From an optimization exercise on the open Yosys and OpenROAD flow, aimed at small area, a short achievable clock period and few clock cycles per item; shortcuts taken in it are not production practice. The RTL of this run was laid out without a check of its function.

### design/flow/run.sh
#!/bin/bash
# synth_recipe.tcl (not shown) runs the flow's synth.tcl, then flattens the netlist and writes it again
# the make line also repeats each setting of config.mk as NAME=value (left out here)
make -C /OpenROAD-flow-scripts/flow DESIGN_CONFIG=/design/flow/config.mk WORK_HOME=/design/flow/orfs CLKGATE_MAP_FILE= SYNTH_SCRIPT=/design/flow/synth_recipe.tcl finish
### design/flow/config.mk
export PLATFORM = sky130hd
export DESIGN_NAME = CordicAccelerator
export DESIGN_NICKNAME = CordicAccelerator
export VERILOG_FILES = /design/flow/design.v
export SDC_FILE = /design/flow/constraint.sdc
export NUM_CORES = 8
export LEC_CHECK = 0
export CAP_MARGIN = 20
export CORE_MARGIN = 2
export CORE_UTILIZATION = 60
export SETUP_SLACK_MARGIN = 2.0
export SLEW_MARGIN = 20
### design/flow/constraint.sdc
create_clock -name core_clock -period 6.0 [get_ports {clock}]
set_input_delay 1.2000 -clock core_clock [delete_from_list [all_inputs] [get_ports {clock}]]
set_output_delay 1.2000 -clock core_clock [all_outputs]
set_load 0.01 [all_outputs]
### design/flow/design.v
module CordicAccelerator(
  input         clock,
  input         reset,
  input         cmd_valid,
  output        cmd_ready,
  input  [6:0]  cmd_funct,
  input  [4:0]  cmd_rd,
  input  [63:0] cmd_rs1,
  input  [63:0] cmd_rs2,
  output        resp_valid,
  input         resp_ready,
  output [4:0]  resp_rd,
  output [63:0] resp_data,
  output        busy
);
  function [31:0] add32(input [31:0] a, input [31:0] b, input c);
    reg [31:0] g, p, gg, pp, gn, pn;
    integer k, l;
    begin
      g = a & b;
      p = a ^ b;
      gg = g;
      pp = p;
      gg[0] = g[0] | (p[0] & c);
      pp[0] = 1'b0;
      for (l = 0; l < 5; l = l + 1) begin
        gn = gg;
        pn = pp;
        for (k = 0; k < 32; k = k + 1)
          if (k[l]) begin
            gn[k] = gg[k] | (pp[k] & gg[((k >> l) << l) - 1]);
            pn[k] = pp[k] & pp[((k >> l) << l) - 1];
          end
        gg = gn;
        pp = pn;
      end
      add32 = p ^ {gg[30:0], c};
    end
  endfunction
  function [17:0] add18(input [17:0] a, input [17:0] b, input c);
    reg [17:0] g, p, gg, pp, gn, pn;
    integer k, l;
    begin
      g = a & b;
      p = a ^ b;
      gg = g;
      pp = p;
      gg[0] = g[0] | (p[0] & c);
      pp[0] = 1'b0;
      for (l = 0; l < 5; l = l + 1) begin
        gn = gg;
        pn = pp;
        for (k = 0; k < 18; k = k + 1)
          if (k[l]) begin
            gn[k] = gg[k] | (pp[k] & gg[((k >> l) << l) - 1]);
            pn[k] = pp[k] & pp[((k >> l) << l) - 1];
          end
        gg = gn;
        pp = pn;
      end
      add18 = p ^ {gg[16:0], c};
    end
  endfunction
  wire recirc;    
  wire [31:0] res;
  wire [4:0] end_rd;
  wire take;      
  assign cmd_ready = take;
  wire accept = cmd_valid & take;
  wire [31:0] z0 = cmd_rs2[31:0];
  wire z0_fits = (z0[31:17] == {15{z0[31]}});
  wire [17:0] zc0 = z0_fits ? z0[17:0] : {z0[31], {17{~z0[31]}}};
  wire d1 = zc0[17];
  wire [31:0] xg4 = cmd_rs1[31:0] & {32{~1'b0}};
  wire [31:0] x2 = cmd_rs1[31:0];
  wire [31:0] y3 = (xg4 ^ {32{d1}}) + {31'd0, d1};
  wire [17:0] zs5 = d1 ? zc0 + 18'd51472 : zc0 - 18'd51472;
  wire [16:0] z6 = (zs5[17:16] == {2{zs5[17]}}) ? zs5[16:0] : {zs5[17], {16{~zs5[17]}}};
  reg [31:0] p1_x;
  reg [31:0] p1_y;
  reg [16:0] p1_z;
  reg [4:0] p1_rd;
  reg p1_fn, p1_dn, p1_v;
  always @(posedge clock) begin
    if (reset) p1_v <= 1'b0;
    else p1_v <= accept | recirc;
    p1_x <= recirc ? res : x2;
    p1_y <= y3 & {32{~recirc}};
    p1_z <= z6;
    p1_rd <= recirc ? end_rd : cmd_rd;
    p1_fn <= ~recirc & cmd_funct[0];
    p1_dn <= recirc;
  end
  wire d7 = p1_z[16];
  wire [31:0] ys10 = $signed(p1_y) >>> 1;
  wire [31:0] xs11 = $signed(p1_x) >>> 1;
  wire ga12 = d7 & ~p1_dn;
  wire [31:0] x8 = add32(p1_x, ys10 ^ {32{~d7}}, ~d7);
  wire [31:0] y9 = add32(p1_y, (xs11 ^ {32{d7}}) & {32{~p1_dn}}, ga12);
  wire [16:0] zs13 = d7 ? p1_z + 17'd30386 : p1_z - 17'd30386;
  wire [15:0] z14 = (zs13[16:15] == {2{zs13[16]}}) ? zs13[15:0] : {zs13[16], {15{~zs13[16]}}};
  reg [31:0] p2_x, p2_y;
  reg [4:0] p2_rd;
  reg p2_fn, p2_dn, p2_v;
  reg [15:0] p2_z;
  always @(posedge clock) begin
    if (reset) p2_v <= 1'b0;
    else p2_v <= p1_v;
    p2_x <= x8;
    p2_y <= y9;
    p2_rd <= p1_rd;
    p2_fn <= p1_fn;
    p2_dn <= p1_dn;
    p2_z <= z14;
  end
  wire d15 = p2_z[15];
  wire [31:0] ys18 = $signed(p2_y) >>> 2;
  wire [31:0] xs19 = $signed(p2_x) >>> 2;
  wire ga20 = d15 & ~p2_dn;
  wire [31:0] x16 = add32(p2_x, ys18 ^ {32{~d15}}, ~d15);
  wire [31:0] y17 = add32(p2_y, (xs19 ^ {32{d15}}) & {32{~p2_dn}}, ga20);
  wire [15:0] zs21 = d15 ? p2_z + 16'd16055 : p2_z - 16'd16055;
  wire [14:0] z22 = (zs21[15:14] == {2{zs21[15]}}) ? zs21[14:0] : {zs21[15], {14{~zs21[15]}}};
  reg [31:0] p3_x, p3_y;
  reg [4:0] p3_rd;
  reg p3_fn, p3_dn, p3_v;
  reg [14:0] p3_z;
  always @(posedge clock) begin
    if (reset) p3_v <= 1'b0;
    else p3_v <= p2_v;
    p3_x <= x16;
    p3_y <= y17;
    p3_rd <= p2_rd;
    p3_fn <= p2_fn;
    p3_dn <= p2_dn;
    p3_z <= z22;
  end
  wire d23 = p3_z[14];
  wire [31:0] ys26 = $signed(p3_y) >>> 3;
  wire [31:0] xs27 = $signed(p3_x) >>> 3;
  wire ga28 = d23 & ~p3_dn;
  wire [31:0] x24 = add32(p3_x, ys26 ^ {32{~d23}}, ~d23);
  wire [31:0] y25 = add32(p3_y, (xs27 ^ {32{d23}}) & {32{~p3_dn}}, ga28);
  wire [14:0] zs29 = d23 ? p3_z + 15'd8150 : p3_z - 15'd8150;
  wire [13:0] z30 = (zs29[14:13] == {2{zs29[14]}}) ? zs29[13:0] : {zs29[14], {13{~zs29[14]}}};
  reg [31:0] p4_x, p4_y;
  reg [4:0] p4_rd;
  reg p4_fn, p4_dn, p4_v;
  reg [13:0] p4_z;
  always @(posedge clock) begin
    if (reset) p4_v <= 1'b0;
    else p4_v <= p3_v;
    p4_x <= x24;
    p4_y <= y25;
    p4_rd <= p3_rd;
    p4_fn <= p3_fn;
    p4_dn <= p3_dn;
    p4_z <= z30;
  end
  wire d31 = p4_z[13];
  wire [31:0] ys34 = $signed(p4_y) >>> 4;
  wire [31:0] xs35 = $signed(p4_x) >>> 4;
  wire ga36 = d31 & ~p4_dn;
  wire [31:0] x32 = add32(p4_x, ys34 ^ {32{~d31}}, ~d31);
  wire [31:0] y33 = add32(p4_y, (xs35 ^ {32{d31}}) & {32{~p4_dn}}, ga36);
  wire [13:0] zs37 = d31 ? p4_z + 14'd4091 : p4_z - 14'd4091;
  wire [12:0] z38 = (zs37[13:12] == {2{zs37[13]}}) ? zs37[12:0] : {zs37[13], {12{~zs37[13]}}};
  reg [31:0] p5_x, p5_y;
  reg [4:0] p5_rd;
  reg p5_fn, p5_dn, p5_v;
  reg [12:0] p5_z;
  always @(posedge clock) begin
    if (reset) p5_v <= 1'b0;
    else p5_v <= p4_v;
    p5_x <= x32;
    p5_y <= y33;
    p5_rd <= p4_rd;
    p5_fn <= p4_fn;
    p5_dn <= p4_dn;
    p5_z <= z38;
  end
  wire d39 = p5_z[12];
  wire [31:0] ys42 = $signed(p5_y) >>> 5;
  wire [31:0] xs43 = $signed(p5_x) >>> 5;
  wire ga44 = d39 & ~p5_dn;
  wire [31:0] x40 = add32(p5_x, ys42 ^ {32{~d39}}, ~d39);
  wire [31:0] y41 = add32(p5_y, (xs43 ^ {32{d39}}) & {32{~p5_dn}}, ga44);
  wire [12:0] zs45 = d39 ? p5_z + 13'd2047 : p5_z - 13'd2047;
  wire [11:0] z46 = (zs45[12:11] == {2{zs45[12]}}) ? zs45[11:0] : {zs45[12], {11{~zs45[12]}}};
  reg [31:0] p6_x, p6_y;
  reg [4:0] p6_rd;
  reg p6_fn, p6_dn, p6_v;
  reg [11:0] p6_z;
  always @(posedge clock) begin
    if (reset) p6_v <= 1'b0;
    else p6_v <= p5_v;
    p6_x <= x40;
    p6_y <= y41;
    p6_rd <= p5_rd;
    p6_fn <= p5_fn;
    p6_dn <= p5_dn;
    p6_z <= z46;
  end
  wire d47 = p6_z[11];
  wire [31:0] ys50 = $signed(p6_y) >>> 6;
  wire [31:0] xs51 = $signed(p6_x) >>> 6;
  wire ga52 = d47 & ~p6_dn;
  wire [31:0] x48 = add32(p6_x, ys50 ^ {32{~d47}}, ~d47);
  wire [31:0] y49 = add32(p6_y, (xs51 ^ {32{d47}}) & {32{~p6_dn}}, ga52);
  wire [11:0] zs53 = d47 ? p6_z + 12'd1024 : p6_z - 12'd1024;
  wire [10:0] z54 = (zs53[11:10] == {2{zs53[11]}}) ? zs53[10:0] : {zs53[11], {10{~zs53[11]}}};
  reg [31:0] p7_x, p7_y;
  reg [4:0] p7_rd;
  reg p7_fn, p7_dn, p7_v;
  reg [10:0] p7_z;
  always @(posedge clock) begin
    if (reset) p7_v <= 1'b0;
    else p7_v <= p6_v;
    p7_x <= x48;
    p7_y <= y49;
    p7_rd <= p6_rd;
    p7_fn <= p6_fn;
    p7_dn <= p6_dn;
    p7_z <= z54;
  end
  wire d55 = p7_z[10];
  wire [31:0] ys58 = $signed(p7_y) >>> 7;
  wire [31:0] xs59 = $signed(p7_x) >>> 7;
  wire ga60 = d55 & ~p7_dn;
  wire [31:0] x56 = add32(p7_x, ys58 ^ {32{~d55}}, ~d55);
  wire [31:0] y57 = add32(p7_y, (xs59 ^ {32{d55}}) & {32{~p7_dn}}, ga60);
  wire [10:0] zs61 = d55 ? p7_z + 11'd512 : p7_z - 11'd512;
  wire [9:0] z62 = (zs61[10:9] == {2{zs61[10]}}) ? zs61[9:0] : {zs61[10], {9{~zs61[10]}}};
  reg [31:0] p8_x, p8_y;
  reg [4:0] p8_rd;
  reg p8_fn, p8_dn, p8_v;
  reg [9:0] p8_z;
  always @(posedge clock) begin
    if (reset) p8_v <= 1'b0;
    else p8_v <= p7_v;
    p8_x <= x56;
    p8_y <= y57;
    p8_rd <= p7_rd;
    p8_fn <= p7_fn;
    p8_dn <= p7_dn;
    p8_z <= z62;
  end
  wire d63 = p8_z[9];
  wire [31:0] ys66 = $signed(p8_y) >>> 8;
  wire [31:0] xs67 = $signed(p8_x) >>> 8;
  wire ga68 = d63 & ~p8_dn;
  wire [31:0] x64 = add32(p8_x, ys66 ^ {32{~d63}}, ~d63);
  wire [31:0] y65 = add32(p8_y, (xs67 ^ {32{d63}}) & {32{~p8_dn}}, ga68);
  wire [9:0] zs69 = d63 ? p8_z + 10'd256 : p8_z - 10'd256;
  wire [8:0] z70 = (zs69[9:8] == {2{zs69[9]}}) ? zs69[8:0] : {zs69[9], {8{~zs69[9]}}};
  reg [31:0] p9_x, p9_y;
  reg [4:0] p9_rd;
  reg p9_fn, p9_dn, p9_v;
  reg [8:0] p9_z;
  always @(posedge clock) begin
    if (reset) p9_v <= 1'b0;
    else p9_v <= p8_v;
    p9_x <= x64;
    p9_y <= y65;
    p9_rd <= p8_rd;
    p9_fn <= p8_fn;
    p9_dn <= p8_dn;
    p9_z <= z70;
  end
  wire d71 = p9_z[8];
  wire [31:0] ys74 = $signed(p9_y) >>> 9;
  wire [31:0] xs75 = $signed(p9_x) >>> 9;
  wire ga76 = d71 & ~p9_dn;
  wire [31:0] x72 = add32(p9_x, ys74 ^ {32{~d71}}, ~d71);
  wire [31:0] y73 = add32(p9_y, (xs75 ^ {32{d71}}) & {32{~p9_dn}}, ga76);
  wire [8:0] zs77 = d71 ? p9_z + 9'd128 : p9_z - 9'd128;
  wire [7:0] z78 = (zs77[8:7] == {2{zs77[8]}}) ? zs77[7:0] : {zs77[8], {7{~zs77[8]}}};
  reg [31:0] p10_x, p10_y;
  reg [4:0] p10_rd;
  reg p10_fn, p10_dn, p10_v;
  reg [7:0] p10_z;
  always @(posedge clock) begin
    if (reset) p10_v <= 1'b0;
    else p10_v <= p9_v;
    p10_x <= x72;
    p10_y <= y73;
    p10_rd <= p9_rd;
    p10_fn <= p9_fn;
    p10_dn <= p9_dn;
    p10_z <= z78;
  end
  wire d79 = p10_z[7];
  wire [31:0] ys82 = $signed(p10_y) >>> 10;
  wire [31:0] xs83 = $signed(p10_x) >>> 10;
  wire ga84 = d79 & ~p10_dn;
  wire [31:0] x80 = add32(p10_x, ys82 ^ {32{~d79}}, ~d79);
  wire [31:0] y81 = add32(p10_y, (xs83 ^ {32{d79}}) & {32{~p10_dn}}, ga84);
  wire [7:0] zs85 = d79 ? p10_z + 8'd64 : p10_z - 8'd64;
  wire [6:0] z86 = (zs85[7:6] == {2{zs85[7]}}) ? zs85[6:0] : {zs85[7], {6{~zs85[7]}}};
  reg [31:0] p11_x, p11_y;
  reg [4:0] p11_rd;
  reg p11_fn, p11_dn, p11_v;
  reg [6:0] p11_z;
  always @(posedge clock) begin
    if (reset) p11_v <= 1'b0;
    else p11_v <= p10_v;
    p11_x <= x80;
    p11_y <= y81;
    p11_rd <= p10_rd;
    p11_fn <= p10_fn;
    p11_dn <= p10_dn;
    p11_z <= z86;
  end
  wire d87 = p11_z[6];
  wire [31:0] ys90 = $signed(p11_y) >>> 11;
  wire [31:0] xs91 = $signed(p11_x) >>> 11;
  wire ga92 = d87 & ~p11_dn;
  wire [31:0] x88 = add32(p11_x, ys90 ^ {32{~d87}}, ~d87);
  wire [31:0] y89 = add32(p11_y, (xs91 ^ {32{d87}}) & {32{~p11_dn}}, ga92);
  wire [6:0] zs93 = d87 ? p11_z + 7'd32 : p11_z - 7'd32;
  wire [5:0] z94 = (zs93[6:5] == {2{zs93[6]}}) ? zs93[5:0] : {zs93[6], {5{~zs93[6]}}};
  reg [31:0] p12_x, p12_y;
  reg [4:0] p12_rd;
  reg p12_fn, p12_dn, p12_v;
  reg [5:0] p12_z;
  always @(posedge clock) begin
    if (reset) p12_v <= 1'b0;
    else p12_v <= p11_v;
    p12_x <= x88;
    p12_y <= y89;
    p12_rd <= p11_rd;
    p12_fn <= p11_fn;
    p12_dn <= p11_dn;
    p12_z <= z94;
  end
  wire d95 = p12_z[5];
  wire [31:0] ys98 = $signed(p12_y) >>> 12;
  wire [31:0] xs99 = $signed(p12_x) >>> 12;
  wire ga100 = d95 & ~p12_dn;
  wire [31:0] x96 = add32(p12_x, ys98 ^ {32{~d95}}, ~d95);
  wire [31:0] y97 = add32(p12_y, (xs99 ^ {32{d95}}) & {32{~p12_dn}}, ga100);
  wire [5:0] zs101 = d95 ? p12_z + 6'd16 : p12_z - 6'd16;
  wire [4:0] z102 = (zs101[5:4] == {2{zs101[5]}}) ? zs101[4:0] : {zs101[5], {4{~zs101[5]}}};
  reg [31:0] p13_x, p13_y;
  reg [4:0] p13_rd;
  reg p13_fn, p13_dn, p13_v;
  reg [4:0] p13_z;
  always @(posedge clock) begin
    if (reset) p13_v <= 1'b0;
    else p13_v <= p12_v;
    p13_x <= x96;
    p13_y <= y97;
    p13_rd <= p12_rd;
    p13_fn <= p12_fn;
    p13_dn <= p12_dn;
    p13_z <= z102;
  end
  wire d103 = p13_z[4];
  wire [31:0] ys106 = $signed(p13_y) >>> 13;
  wire [31:0] xs107 = $signed(p13_x) >>> 13;
  wire ga108 = d103 & ~p13_dn;
  wire [31:0] x104 = add32(p13_x, ys106 ^ {32{~d103}}, ~d103);
  wire [31:0] y105 = add32(p13_y, (xs107 ^ {32{d103}}) & {32{~p13_dn}}, ga108);
  wire [4:0] zs109 = d103 ? p13_z + 5'd8 : p13_z - 5'd8;
  wire [3:0] z110 = (zs109[4:3] == {2{zs109[4]}}) ? zs109[3:0] : {zs109[4], {3{~zs109[4]}}};
  reg [31:0] p14_x, p14_y;
  reg [4:0] p14_rd;
  reg p14_fn, p14_dn, p14_v;
  reg [3:0] p14_z;
  always @(posedge clock) begin
    if (reset) p14_v <= 1'b0;
    else p14_v <= p13_v;
    p14_x <= x104;
    p14_y <= y105;
    p14_rd <= p13_rd;
    p14_fn <= p13_fn;
    p14_dn <= p13_dn;
    p14_z <= z110;
  end
  wire d111 = p14_z[3];
  wire [31:0] ys114 = $signed(p14_y) >>> 14;
  wire [31:0] xs115 = $signed(p14_x) >>> 14;
  wire ga116 = d111 & ~p14_dn;
  wire [31:0] x112 = add32(p14_x, ys114 ^ {32{~d111}}, ~d111);
  wire [31:0] y113 = add32(p14_y, (xs115 ^ {32{d111}}) & {32{~p14_dn}}, ga116);
  wire [3:0] zs117 = d111 ? p14_z + 4'd4 : p14_z - 4'd4;
  wire [2:0] z118 = (zs117[3:2] == {2{zs117[3]}}) ? zs117[2:0] : {zs117[3], {2{~zs117[3]}}};
  reg [31:0] p15_x, p15_y;
  reg [4:0] p15_rd;
  reg p15_fn, p15_dn, p15_v;
  reg [2:0] p15_z;
  always @(posedge clock) begin
    if (reset) p15_v <= 1'b0;
    else p15_v <= p14_v;
    p15_x <= x112;
    p15_y <= y113;
    p15_rd <= p14_rd;
    p15_fn <= p14_fn;
    p15_dn <= p14_dn;
    p15_z <= z118;
  end
  wire d119 = p15_z[2];
  wire [31:0] ys122 = $signed(p15_y) >>> 15;
  wire [31:0] xs123 = $signed(p15_x) >>> 15;
  wire ga124 = d119 & ~p15_dn;
  wire [31:0] x120 = add32(p15_x, ys122 ^ {32{~d119}}, ~d119);
  wire [31:0] y121 = add32(p15_y, (xs123 ^ {32{d119}}) & {32{~p15_dn}}, ga124);
  wire [2:0] zs125 = d119 ? p15_z + 3'd2 : p15_z - 3'd2;
  wire [1:0] z126 = (zs125[2:1] == {2{zs125[2]}}) ? zs125[1:0] : {zs125[2], {1{~zs125[2]}}};
  wire [15:0] hx127 = x120[31:16];
  wire [17:0] lx128 = {2'b00, x120[15:0]};
  wire [15:0] hy129 = y121[31:16];
  wire [17:0] ly130 = {2'b00, y121[15:0]};
  reg [15:0] p16_hx, p16_hy;
  reg [17:0] p16_lx, p16_ly;
  reg [4:0] p16_rd;
  reg p16_fn, p16_dn, p16_v;
  reg [1:0] p16_z;
  always @(posedge clock) begin
    if (reset) p16_v <= 1'b0;
    else p16_v <= p15_v;
    p16_hx <= hx127;
    p16_hy <= hy129;
    p16_lx <= lx128;
    p16_ly <= ly130;
    p16_rd <= p15_rd;
    p16_fn <= p15_fn;
    p16_dn <= p15_dn;
    p16_z <= z126;
  end
  wire d131 = p16_z[1];
  wire [15:0] hp132 = p16_hy + 16'd1;
  wire [15:0] hm133 = p16_hy - 16'd1;
  wire [15:0] u134 = p16_ly[17] ? hm133 : (p16_ly[16] ? hp132 : p16_hy);
  wire [15:0] hp135 = p16_hx + 16'd1;
  wire [15:0] hm136 = p16_hx - 16'd1;
  wire [15:0] u137 = p16_lx[17] ? hm136 : (p16_lx[16] ? hp135 : p16_hx);
  wire [17:0] oy138 = {{2{u134[15]}}, $signed(u134) >>> 0};
  wire [17:0] ox139 = {{2{u137[15]}}, $signed(u137) >>> 0};
  wire ga140 = d131 & ~p16_dn;
  wire [17:0] lx141 = add18(p16_lx, oy138 ^ {18{~d131}}, ~d131);
  wire [17:0] ly142 = add18(p16_ly, (ox139 ^ {18{d131}}) & {18{~p16_dn}}, ga140);
  wire [1:0] zs143 = d131 ? p16_z + 2'd1 : p16_z - 2'd1;
  wire z144 = zs143[1];
  wire d145 = z144;
  wire [15:0] u146 = ly142[17] ? hm133 : (ly142[16] ? hp132 : p16_hy);
  wire [15:0] u147 = lx141[17] ? hm136 : (lx141[16] ? hp135 : p16_hx);
  wire [17:0] oy148 = {{2{u146[15]}}, $signed(u146) >>> 1};
  wire [17:0] ox149 = {{2{u147[15]}}, $signed(u147) >>> 1};
  wire ga150 = d145 & ~p16_dn;
  wire [17:0] lx151 = add18(lx141, oy148 ^ {18{~d145}}, ~d145);
  wire [17:0] ly152 = add18(ly142, (ox149 ^ {18{d145}}) & {18{~p16_dn}}, ga150);
  reg [15:0] p17_hx, p17_hy;
  reg [17:0] p17_lx, p17_ly;
  reg [4:0] p17_rd;
  reg p17_fn, p17_dn, p17_v;
  reg p17_d;
  always @(posedge clock) begin
    if (reset) p17_v <= 1'b0;
    else p17_v <= p16_v;
    p17_hx <= p16_hx;
    p17_hy <= p16_hy;
    p17_lx <= lx151;
    p17_ly <= ly152;
    p17_rd <= p16_rd;
    p17_fn <= p16_fn;
    p17_dn <= p16_dn;
    p17_d <= d145;
  end
  wire [15:0] hp153 = p17_hy + 16'd1;
  wire [15:0] hm154 = p17_hy - 16'd1;
  wire [15:0] u155 = p17_ly[17] ? hm154 : (p17_ly[16] ? hp153 : p17_hy);
  wire [15:0] hp156 = p17_hx + 16'd1;
  wire [15:0] hm157 = p17_hx - 16'd1;
  wire [15:0] u158 = p17_lx[17] ? hm157 : (p17_lx[16] ? hp156 : p17_hx);
  wire [17:0] oy159 = {{2{u155[15]}}, $signed(u155) >>> 2};
  wire [17:0] ox160 = {{2{u158[15]}}, $signed(u158) >>> 2};
  wire ga161 = p17_d & ~p17_dn;
  wire [17:0] lx162 = add18(p17_lx, oy159 ^ {18{~p17_d}}, ~p17_d);
  wire [17:0] ly163 = add18(p17_ly, (ox160 ^ {18{p17_d}}) & {18{~p17_dn}}, ga161);
  wire [15:0] u164 = ly163[17] ? hm154 : (ly163[16] ? hp153 : p17_hy);
  wire [15:0] u165 = lx162[17] ? hm157 : (lx162[16] ? hp156 : p17_hx);
  wire [17:0] oy166 = {{2{u164[15]}}, $signed(u164) >>> 3};
  wire [17:0] ox167 = {{2{u165[15]}}, $signed(u165) >>> 3};
  wire ga168 = p17_d & ~p17_dn;
  wire [17:0] lx169 = add18(lx162, oy166 ^ {18{~p17_d}}, ~p17_d);
  wire [17:0] ly170 = add18(ly163, (ox167 ^ {18{p17_d}}) & {18{~p17_dn}}, ga168);
  reg [15:0] p18_hx, p18_hy;
  reg [17:0] p18_lx, p18_ly;
  reg [4:0] p18_rd;
  reg p18_fn, p18_dn, p18_v;
  reg p18_d;
  always @(posedge clock) begin
    if (reset) p18_v <= 1'b0;
    else p18_v <= p17_v;
    p18_hx <= p17_hx;
    p18_hy <= p17_hy;
    p18_lx <= lx169;
    p18_ly <= ly170;
    p18_rd <= p17_rd;
    p18_fn <= p17_fn;
    p18_dn <= p17_dn;
    p18_d <= p17_d;
  end
  wire [15:0] hp171 = p18_hy + 16'd1;
  wire [15:0] hm172 = p18_hy - 16'd1;
  wire [15:0] u173 = p18_ly[17] ? hm172 : (p18_ly[16] ? hp171 : p18_hy);
  wire [15:0] hp174 = p18_hx + 16'd1;
  wire [15:0] hm175 = p18_hx - 16'd1;
  wire [15:0] u176 = p18_lx[17] ? hm175 : (p18_lx[16] ? hp174 : p18_hx);
  wire [17:0] oy177 = {{2{u173[15]}}, $signed(u173) >>> 4};
  wire [17:0] ox178 = {{2{u176[15]}}, $signed(u176) >>> 4};
  wire ga179 = p18_d & ~p18_dn;
  wire [17:0] lx180 = add18(p18_lx, oy177 ^ {18{~p18_d}}, ~p18_d);
  wire [17:0] ly181 = add18(p18_ly, (ox178 ^ {18{p18_d}}) & {18{~p18_dn}}, ga179);
  wire [15:0] u182 = ly181[17] ? hm172 : (ly181[16] ? hp171 : p18_hy);
  wire [15:0] u183 = lx180[17] ? hm175 : (lx180[16] ? hp174 : p18_hx);
  wire [17:0] oy184 = {{2{u182[15]}}, $signed(u182) >>> 5};
  wire [17:0] ox185 = {{2{u183[15]}}, $signed(u183) >>> 5};
  wire ga186 = p18_d & ~p18_dn;
  wire [17:0] lx187 = add18(lx180, oy184 ^ {18{~p18_d}}, ~p18_d);
  wire [17:0] ly188 = add18(ly181, (ox185 ^ {18{p18_d}}) & {18{~p18_dn}}, ga186);
  reg [15:0] p19_hx, p19_hy;
  reg [17:0] p19_lx, p19_ly;
  reg [4:0] p19_rd;
  reg p19_fn, p19_dn, p19_v;
  reg p19_d;
  always @(posedge clock) begin
    if (reset) p19_v <= 1'b0;
    else p19_v <= p18_v;
    p19_hx <= p18_hx;
    p19_hy <= p18_hy;
    p19_lx <= lx187;
    p19_ly <= ly188;
    p19_rd <= p18_rd;
    p19_fn <= p18_fn;
    p19_dn <= p18_dn;
    p19_d <= p18_d;
  end
  wire [15:0] hp189 = p19_hy + 16'd1;
  wire [15:0] hm190 = p19_hy - 16'd1;
  wire [15:0] u191 = p19_ly[17] ? hm190 : (p19_ly[16] ? hp189 : p19_hy);
  wire [15:0] hp192 = p19_hx + 16'd1;
  wire [15:0] hm193 = p19_hx - 16'd1;
  wire [15:0] u194 = p19_lx[17] ? hm193 : (p19_lx[16] ? hp192 : p19_hx);
  wire [17:0] oy195 = {{2{u191[15]}}, $signed(u191) >>> 6};
  wire [17:0] ox196 = {{2{u194[15]}}, $signed(u194) >>> 6};
  wire ga197 = p19_d & ~p19_dn;
  wire [17:0] lx198 = add18(p19_lx, oy195 ^ {18{~p19_d}}, ~p19_d);
  wire [17:0] ly199 = add18(p19_ly, (ox196 ^ {18{p19_d}}) & {18{~p19_dn}}, ga197);
  wire [15:0] u200 = ly199[17] ? hm190 : (ly199[16] ? hp189 : p19_hy);
  wire [15:0] u201 = lx198[17] ? hm193 : (lx198[16] ? hp192 : p19_hx);
  wire [17:0] oy202 = {{2{u200[15]}}, $signed(u200) >>> 7};
  wire [17:0] ox203 = {{2{u201[15]}}, $signed(u201) >>> 7};
  wire ga204 = p19_d & ~p19_dn;
  wire [17:0] lx205 = add18(lx198, oy202 ^ {18{~p19_d}}, ~p19_d);
  wire [17:0] ly206 = add18(ly199, (ox203 ^ {18{p19_d}}) & {18{~p19_dn}}, ga204);
  reg [15:0] p20_hx, p20_hy;
  reg [17:0] p20_lx, p20_ly;
  reg [4:0] p20_rd;
  reg p20_fn, p20_dn, p20_v;
  reg p20_d;
  always @(posedge clock) begin
    if (reset) p20_v <= 1'b0;
    else p20_v <= p19_v;
    p20_hx <= p19_hx;
    p20_hy <= p19_hy;
    p20_lx <= lx205;
    p20_ly <= ly206;
    p20_rd <= p19_rd;
    p20_fn <= p19_fn;
    p20_dn <= p19_dn;
    p20_d <= p19_d;
  end
  wire [15:0] hp207 = p20_hy + 16'd1;
  wire [15:0] hm208 = p20_hy - 16'd1;
  wire [15:0] u209 = p20_ly[17] ? hm208 : (p20_ly[16] ? hp207 : p20_hy);
  wire [15:0] hp210 = p20_hx + 16'd1;
  wire [15:0] hm211 = p20_hx - 16'd1;
  wire [15:0] u212 = p20_lx[17] ? hm211 : (p20_lx[16] ? hp210 : p20_hx);
  wire [17:0] oy213 = {{2{u209[15]}}, $signed(u209) >>> 8};
  wire [17:0] ox214 = {{2{u212[15]}}, $signed(u212) >>> 8};
  wire ga215 = p20_d & ~p20_dn;
  wire [17:0] lx216 = add18(p20_lx, oy213 ^ {18{~p20_d}}, ~p20_d);
  wire [17:0] ly217 = add18(p20_ly, (ox214 ^ {18{p20_d}}) & {18{~p20_dn}}, ga215);
  wire [15:0] u218 = ly217[17] ? hm208 : (ly217[16] ? hp207 : p20_hy);
  wire [15:0] u219 = lx216[17] ? hm211 : (lx216[16] ? hp210 : p20_hx);
  wire [17:0] oy220 = {{2{u218[15]}}, $signed(u218) >>> 9};
  wire [17:0] ox221 = {{2{u219[15]}}, $signed(u219) >>> 9};
  wire ga222 = p20_d & ~p20_dn;
  wire [17:0] lx223 = add18(lx216, oy220 ^ {18{~p20_d}}, ~p20_d);
  wire [17:0] ly224 = add18(ly217, (ox221 ^ {18{p20_d}}) & {18{~p20_dn}}, ga222);
  reg [15:0] p21_hx, p21_hy;
  reg [17:0] p21_lx, p21_ly;
  reg [4:0] p21_rd;
  reg p21_fn, p21_dn, p21_v;
  reg p21_d;
  always @(posedge clock) begin
    if (reset) p21_v <= 1'b0;
    else p21_v <= p20_v;
    p21_hx <= p20_hx;
    p21_hy <= p20_hy;
    p21_lx <= lx223;
    p21_ly <= ly224;
    p21_rd <= p20_rd;
    p21_fn <= p20_fn;
    p21_dn <= p20_dn;
    p21_d <= p20_d;
  end
  wire [15:0] hp225 = p21_hy + 16'd1;
  wire [15:0] hm226 = p21_hy - 16'd1;
  wire [15:0] u227 = p21_ly[17] ? hm226 : (p21_ly[16] ? hp225 : p21_hy);
  wire [15:0] hp228 = p21_hx + 16'd1;
  wire [15:0] hm229 = p21_hx - 16'd1;
  wire [15:0] u230 = p21_lx[17] ? hm229 : (p21_lx[16] ? hp228 : p21_hx);
  wire [17:0] oy231 = {{2{u227[15]}}, $signed(u227) >>> 10};
  wire [17:0] ox232 = {{2{u230[15]}}, $signed(u230) >>> 10};
  wire ga233 = p21_d & ~p21_dn;
  wire [17:0] lx234 = add18(p21_lx, oy231 ^ {18{~p21_d}}, ~p21_d);
  wire [17:0] ly235 = add18(p21_ly, (ox232 ^ {18{p21_d}}) & {18{~p21_dn}}, ga233);
  wire [15:0] u236 = ly235[17] ? hm226 : (ly235[16] ? hp225 : p21_hy);
  wire [15:0] u237 = lx234[17] ? hm229 : (lx234[16] ? hp228 : p21_hx);
  wire [17:0] oy238 = {{2{u236[15]}}, $signed(u236) >>> 11};
  wire [17:0] ox239 = {{2{u237[15]}}, $signed(u237) >>> 11};
  wire ga240 = p21_d & ~p21_dn;
  wire [17:0] lx241 = add18(lx234, oy238 ^ {18{~p21_d}}, ~p21_d);
  wire [17:0] ly242 = add18(ly235, (ox239 ^ {18{p21_d}}) & {18{~p21_dn}}, ga240);
  reg [15:0] p22_hx, p22_hy;
  reg [17:0] p22_lx, p22_ly;
  reg [4:0] p22_rd;
  reg p22_fn, p22_dn, p22_v;
  reg p22_d;
  always @(posedge clock) begin
    if (reset) p22_v <= 1'b0;
    else p22_v <= p21_v;
    p22_hx <= p21_hx;
    p22_hy <= p21_hy;
    p22_lx <= lx241;
    p22_ly <= ly242;
    p22_rd <= p21_rd;
    p22_fn <= p21_fn;
    p22_dn <= p21_dn;
    p22_d <= p21_d;
  end
  wire [15:0] hp243 = p22_hy + 16'd1;
  wire [15:0] hm244 = p22_hy - 16'd1;
  wire [15:0] u245 = p22_ly[17] ? hm244 : (p22_ly[16] ? hp243 : p22_hy);
  wire [15:0] hp246 = p22_hx + 16'd1;
  wire [15:0] hm247 = p22_hx - 16'd1;
  wire [15:0] u248 = p22_lx[17] ? hm247 : (p22_lx[16] ? hp246 : p22_hx);
  wire [17:0] oy249 = {{2{u245[15]}}, $signed(u245) >>> 12};
  wire [17:0] ox250 = {{2{u248[15]}}, $signed(u248) >>> 12};
  wire ga251 = p22_d & ~p22_dn;
  wire [17:0] lx252 = add18(p22_lx, oy249 ^ {18{~p22_d}}, ~p22_d);
  wire [17:0] ly253 = add18(p22_ly, (ox250 ^ {18{p22_d}}) & {18{~p22_dn}}, ga251);
  wire [15:0] u254 = ly253[17] ? hm244 : (ly253[16] ? hp243 : p22_hy);
  wire [15:0] u255 = lx252[17] ? hm247 : (lx252[16] ? hp246 : p22_hx);
  wire [17:0] oy256 = {{2{u254[15]}}, $signed(u254) >>> 13};
  wire [17:0] ox257 = {{2{u255[15]}}, $signed(u255) >>> 13};
  wire ga258 = p22_d & ~p22_dn;
  wire [17:0] lx259 = add18(lx252, oy256 ^ {18{~p22_d}}, ~p22_d);
  wire [17:0] ly260 = add18(ly253, (ox257 ^ {18{p22_d}}) & {18{~p22_dn}}, ga258);
  reg [15:0] p23_hx, p23_hy;
  reg [17:0] p23_lx, p23_ly;
  reg [4:0] p23_rd;
  reg p23_fn, p23_dn, p23_v;
  reg p23_d;
  always @(posedge clock) begin
    if (reset) p23_v <= 1'b0;
    else p23_v <= p22_v;
    p23_hx <= p22_hx;
    p23_hy <= p22_hy;
    p23_lx <= lx259;
    p23_ly <= ly260;
    p23_rd <= p22_rd;
    p23_fn <= p22_fn;
    p23_dn <= p22_dn;
    p23_d <= p22_d;
  end
  wire [15:0] hp261 = p23_hy + 16'd1;
  wire [15:0] hm262 = p23_hy - 16'd1;
  wire [15:0] u263 = p23_ly[17] ? hm262 : (p23_ly[16] ? hp261 : p23_hy);
  wire [15:0] hp264 = p23_hx + 16'd1;
  wire [15:0] hm265 = p23_hx - 16'd1;
  wire [15:0] u266 = p23_lx[17] ? hm265 : (p23_lx[16] ? hp264 : p23_hx);
  wire [17:0] oy267 = {{2{u263[15]}}, $signed(u263) >>> 14};
  wire [17:0] ox268 = {{2{u266[15]}}, $signed(u266) >>> 14};
  wire ga269 = p23_d & ~p23_dn;
  wire [17:0] lx270 = add18(p23_lx, oy267 ^ {18{~p23_d}}, ~p23_d);
  wire [17:0] ly271 = add18(p23_ly, (ox268 ^ {18{p23_d}}) & {18{~p23_dn}}, ga269);
  wire [15:0] u272 = ly271[17] ? hm262 : (ly271[16] ? hp261 : p23_hy);
  wire [15:0] u273 = lx270[17] ? hm265 : (lx270[16] ? hp264 : p23_hx);
  wire [17:0] oy274 = {{2{u272[15]}}, $signed(u272) >>> 15};
  wire [17:0] ox275 = {{2{u273[15]}}, $signed(u273) >>> 15};
  wire ga276 = p23_d & ~p23_dn;
  wire [17:0] lx277 = add18(lx270, oy274 ^ {18{~p23_d}}, ~p23_d);
  wire [17:0] ly278 = add18(ly271, (ox275 ^ {18{p23_d}}) & {18{~p23_dn}}, ga276);
  wire [15:0] rh = p23_fn ? p23_hy : p23_hx;
  wire [17:0] rl = p23_fn ? ly278 : lx277;
  wire [15:0] rhc = rh + {{14{rl[17]}}, rl[17:16]};
  assign res = {rhc, rl[15:0]};
  assign end_rd = p23_rd;
  wire end_v = p23_v;
  reg [31:0] h_data, k_data;
  reg [4:0] h_rd, k_rd;
  reg hv, kv, busy_r;
  reg blocked;
  reg [4:0] wait_n;
  wire wait_0 = (wait_n == 5'd0);
  wire push = end_v & ~(hv & kv) & (~blocked | wait_0);
  assign recirc = end_v & ~push;
  assign take = ~recirc & ~blocked;
  wire pop = hv & resp_ready;
  wire h_load = ~hv | pop;
  wire hv_n = h_load ? (kv | push) : 1'b1;
  wire kv_n = h_load ? (kv & push) : (kv | push);
  wire inflight_n = hv_n | kv_n |
      (accept | recirc) |
      p1_v |
      p2_v |
      p3_v |
      p4_v |
      p5_v |
      p6_v |
      p7_v |
      p8_v |
      p9_v |
      p10_v |
      p11_v |
      p12_v |
      p13_v |
      p14_v |
      p15_v |
      p16_v |
      p17_v |
      p18_v |
      p19_v |
      p20_v |
      p21_v |
      p22_v;
  always @(posedge clock) begin
    if (reset) begin
      hv <= 1'b0;
      kv <= 1'b0;
      busy_r <= 1'b0;
      blocked <= 1'b0;
    end else begin
      hv <= hv_n;
      kv <= kv_n;
      busy_r <= inflight_n;
      if (recirc & (~blocked | wait_0))
        blocked <= 1'b1;
      else if (push & blocked)
        blocked <= 1'b0;
    end
    if (recirc & (~blocked | wait_0))
      wait_n <= 5'd22;
    else
      wait_n <= wait_n - 5'd1;
    if (h_load) begin
      h_data <= kv ? k_data : res;
      h_rd <= kv ? k_rd : end_rd;
    end
    if (h_load ? kv : ~kv) begin
      k_data <= res;
      k_rd <= end_rd;
    end
  end
  assign resp_valid = hv;
  assign resp_rd = h_rd;
  assign resp_data = {32'h0, h_data};
  assign busy = busy_r;
endmodule
==> impl_results.md <==
* Run status: finished with violations
* Violated Checks: setup timing
* Largest net degree at the start of global routing at 65
* TritonCTS Buffers at 205
* Worst Skew at 62.5 ps
* Critical Path AT at 12170 ps
* Fin. Hold Viols at 0
* Vias at 96581
* Register area at 39500 um^2
* Achievable Freq at 86.7 MHz
* Routed WL per cell at 20.0 um
* Most used DFF post-synth: dfxtp_1
* Root Driver: clkbuf_16
* Cell with the most instances after synthesis: dfxtp_1
* DR pass1 iterations at 8
* Crit path required time at 6640 ps
* Post-Synthesis Cells at 12425
* Placed cell count at 16566
* Min-delay worst type: flip-flop to flip-flop
* Clk slew on worst S/H paths at 60 ps
* Synth top area share at 0.315
* Slew Limit Fails at 0
* Fillers at 13307
* EDFF count, synth at 74
* Residual DRC at 0
* Slew @ Worst Pin at 995 ps
* PortBufs at 113
* Final worst setup slack at -5530 ps
* H-tree depth at 4
* Initial drt markers at 5389
* Seq/Total Area, Yosys at 0.333
* Floorplan Core Area at 195000 um^2
* FFs w/ async S/R, synth at 0
* Netlist Area Pre-Place at 118000 um^2
* Detailed placement HPWL at 267000 um
* Crit-path most repeated cell: o21a_1
* Worst-path maximum fanout at 4
* Routed wire length at 349000 um
* WS Path Type: flip-flop to flip-flop
* Initial antenna violation count at 5
* Final instance area at 150000 um^2
* Layout cells sized above 1 at 0.237
* Starting Density at 0.604
* Avg Inst Size Synth at 9.48 um^2
* Final Critical Period at 11530 ps
* Overall Global Routing Usage at 0.338
* Placer congestion estimate at 0.953
* Clk sink count at 1926
* Fin util at 0.768
* YS warnings at 1
* Die Wd at 447 um
* CP max stage delay at 540 ps
* Element type at the critical path start: flip-flop
* Drt via density at 5.53
* Area growth from synthesis to layout at 27.1%
* Num rows at 162
* CTS max path bufs at 3
* Post-DRT Antenna Nets at 0
* Synth top area cells: dfxtp_1, ha_1, xnor2_1
* Synth cell types at 102
* Yosys top cell by area: dfxtp_1
* Layout Cells excl Fill at 17468
* Aggregate global routing overflow at 0
* Yosys reg bits at 1926
* DP Area at 136000 um^2
* I/O Pins at 216
* Vias in the first global route at 98271
* MaxCap Viol Count at 0
* Max_slew headroom at 0.337
* Multi-input gate area at 78700 um^2
* RSZ-0062 raised after global routing: yes
* Hold buffers post-CTS at 0
* Synth top cells by count: dfxtp_1, xnor2_1, ha_1
* Period utilisation layout at 1.92
* Clock tree from TritonCTS: built
* Worst path slowest cell: or4_4
* Die area at 200000 um^2
* Worst setup EP type: flip-flop
* Layout net count at 16576
* Clock latency (worst-skew pair) at 890 ps
* Die Height at 447 um
* Final Setup Violations at 318
* First-pass GRT wire length at 531000 um
[routing by layer]
layer  share of wire  wire length (um)  vias to the layer above  global-route usage
met1            0.39            136000                    46252               0.386
met2            0.50            173000                     2500               0.603
met4           0.070             24500                        2               0.201
met5        0.000037                13                        -                   0
met3           0.042             14600                     1027              0.0397
li1                -                 -                    46800                   -
[through the flow]
step	hold slack [ps]	worst slack [ps]	TNS, ps
floorplan	310	-5540	-527640
global placement	310	-5530	-624440
detailed placement	312	-5700	-658870
CTS	313	-5420	-635500
global route	314	-6190	-805050
finish	317	-5530	-673780
[cells in the final DEF (no fill, tap or decap), types with 254 or more instances in the layout]
| master | n |
|---|---|
| nor3_1 | 254 |
| a21o_1 | 338 |
| o21a_1 | 284 |
| ha_1 | 1407 |
| nor2_1 | 1192 |
| a21oi_1 | 507 |
| dfxtp_1 | 1776 |
| buf_4 | 2040 |
| nand2_1 | 453 |
| o21ai_0 | 325 |
| xnor2_1 | 1525 |
| xor2_1 | 554 |
| inv_1 | 734 |
[worst paths after layout]
kind / start / cells after the start / slack, ps / end
hold reg to reg: p9_z[2] / 0 / 320 / p10_z[2]
hold / removal: p9_z[2] / 0 / 320 / p10_z[2]
setup reg to reg: p23_hx[2] / 59 / -5530 / h_data[31]
setup / recovery: p23_hx[2] / 59 / -5530 / h_data[31]
[what timing repair did]
| action | CTS | global route |
|---|---|---|
| buffers inserted | 382 | 144 |
| resized for setup | 336 | 419 |
| endpoints found under the setup margin | 779 | 905 |
| endpoints found under the hold margin | 0 | 0 |
| pin swaps | 380 | 272 |
[area by class of cell]
class,count,area share
multi-input cells,9466,0.525
clock inverters,107,0.00984
clock buffers,266,0.0381
flip-flops and latches,1926,0.263
repair buffers,2313,0.122
diodes,3,0.0000501
inverters,763,0.0192
well taps,2624,0.0219
[cells by family (layout without fill, tap and decap cells)]
group                    Yosys count  in the layout  share of synthesized area
AND/OR/NAND/NOR                 3117           3117                      0.126
buffers and inverters           1064           3449                     0.0350
AO/OA/AOI/OAI                   2245           2245                      0.123
multiplexers                     117            117                     0.0105
XOR/XNOR                        2194           2194                      0.163
other                              1             35                  0.0000318
flip-flops                      1926           1926                      0.333
adder cells (fa/ha/maj)         1761           1761                      0.208
[worst max-delay path: cells and delay by family (launching register included)]
kind            cells  cell delay [ps]
buf+inv             6              830
fa+ha+maj           5             1360
simple gates       12             2710
xor+xnor            4              550
compound gates     32             5520
flops               1              320

## what the ideal ports hide
The flow's constraints put no driver on any port. The routed layout listed below was extracted and timed again, unchanged, in two steps.
Step 1 sets driving cells, clkbuf_16 on the clock port and buf_2 on the other inputs (assumed; they add their load-dependent delay and slew).
Step 2 moves the port delays by t, midway between the first and last clock arrival at a register: inputs arrive t later, outputs are due t later. That takes back most of the time a late clock gives input paths.
Three values: no drivers, after step 1, after step 2; two values: the first two.
t (ns): 0.956
slack for setup (ns): -5.534 / -5.534 / -5.534
latest minus earliest clock arrival (ns): 0.084 / 0.083
For this run, drivers alone change the setup slack by 0.000 ns; drivers and shift together by 0.000 ns.
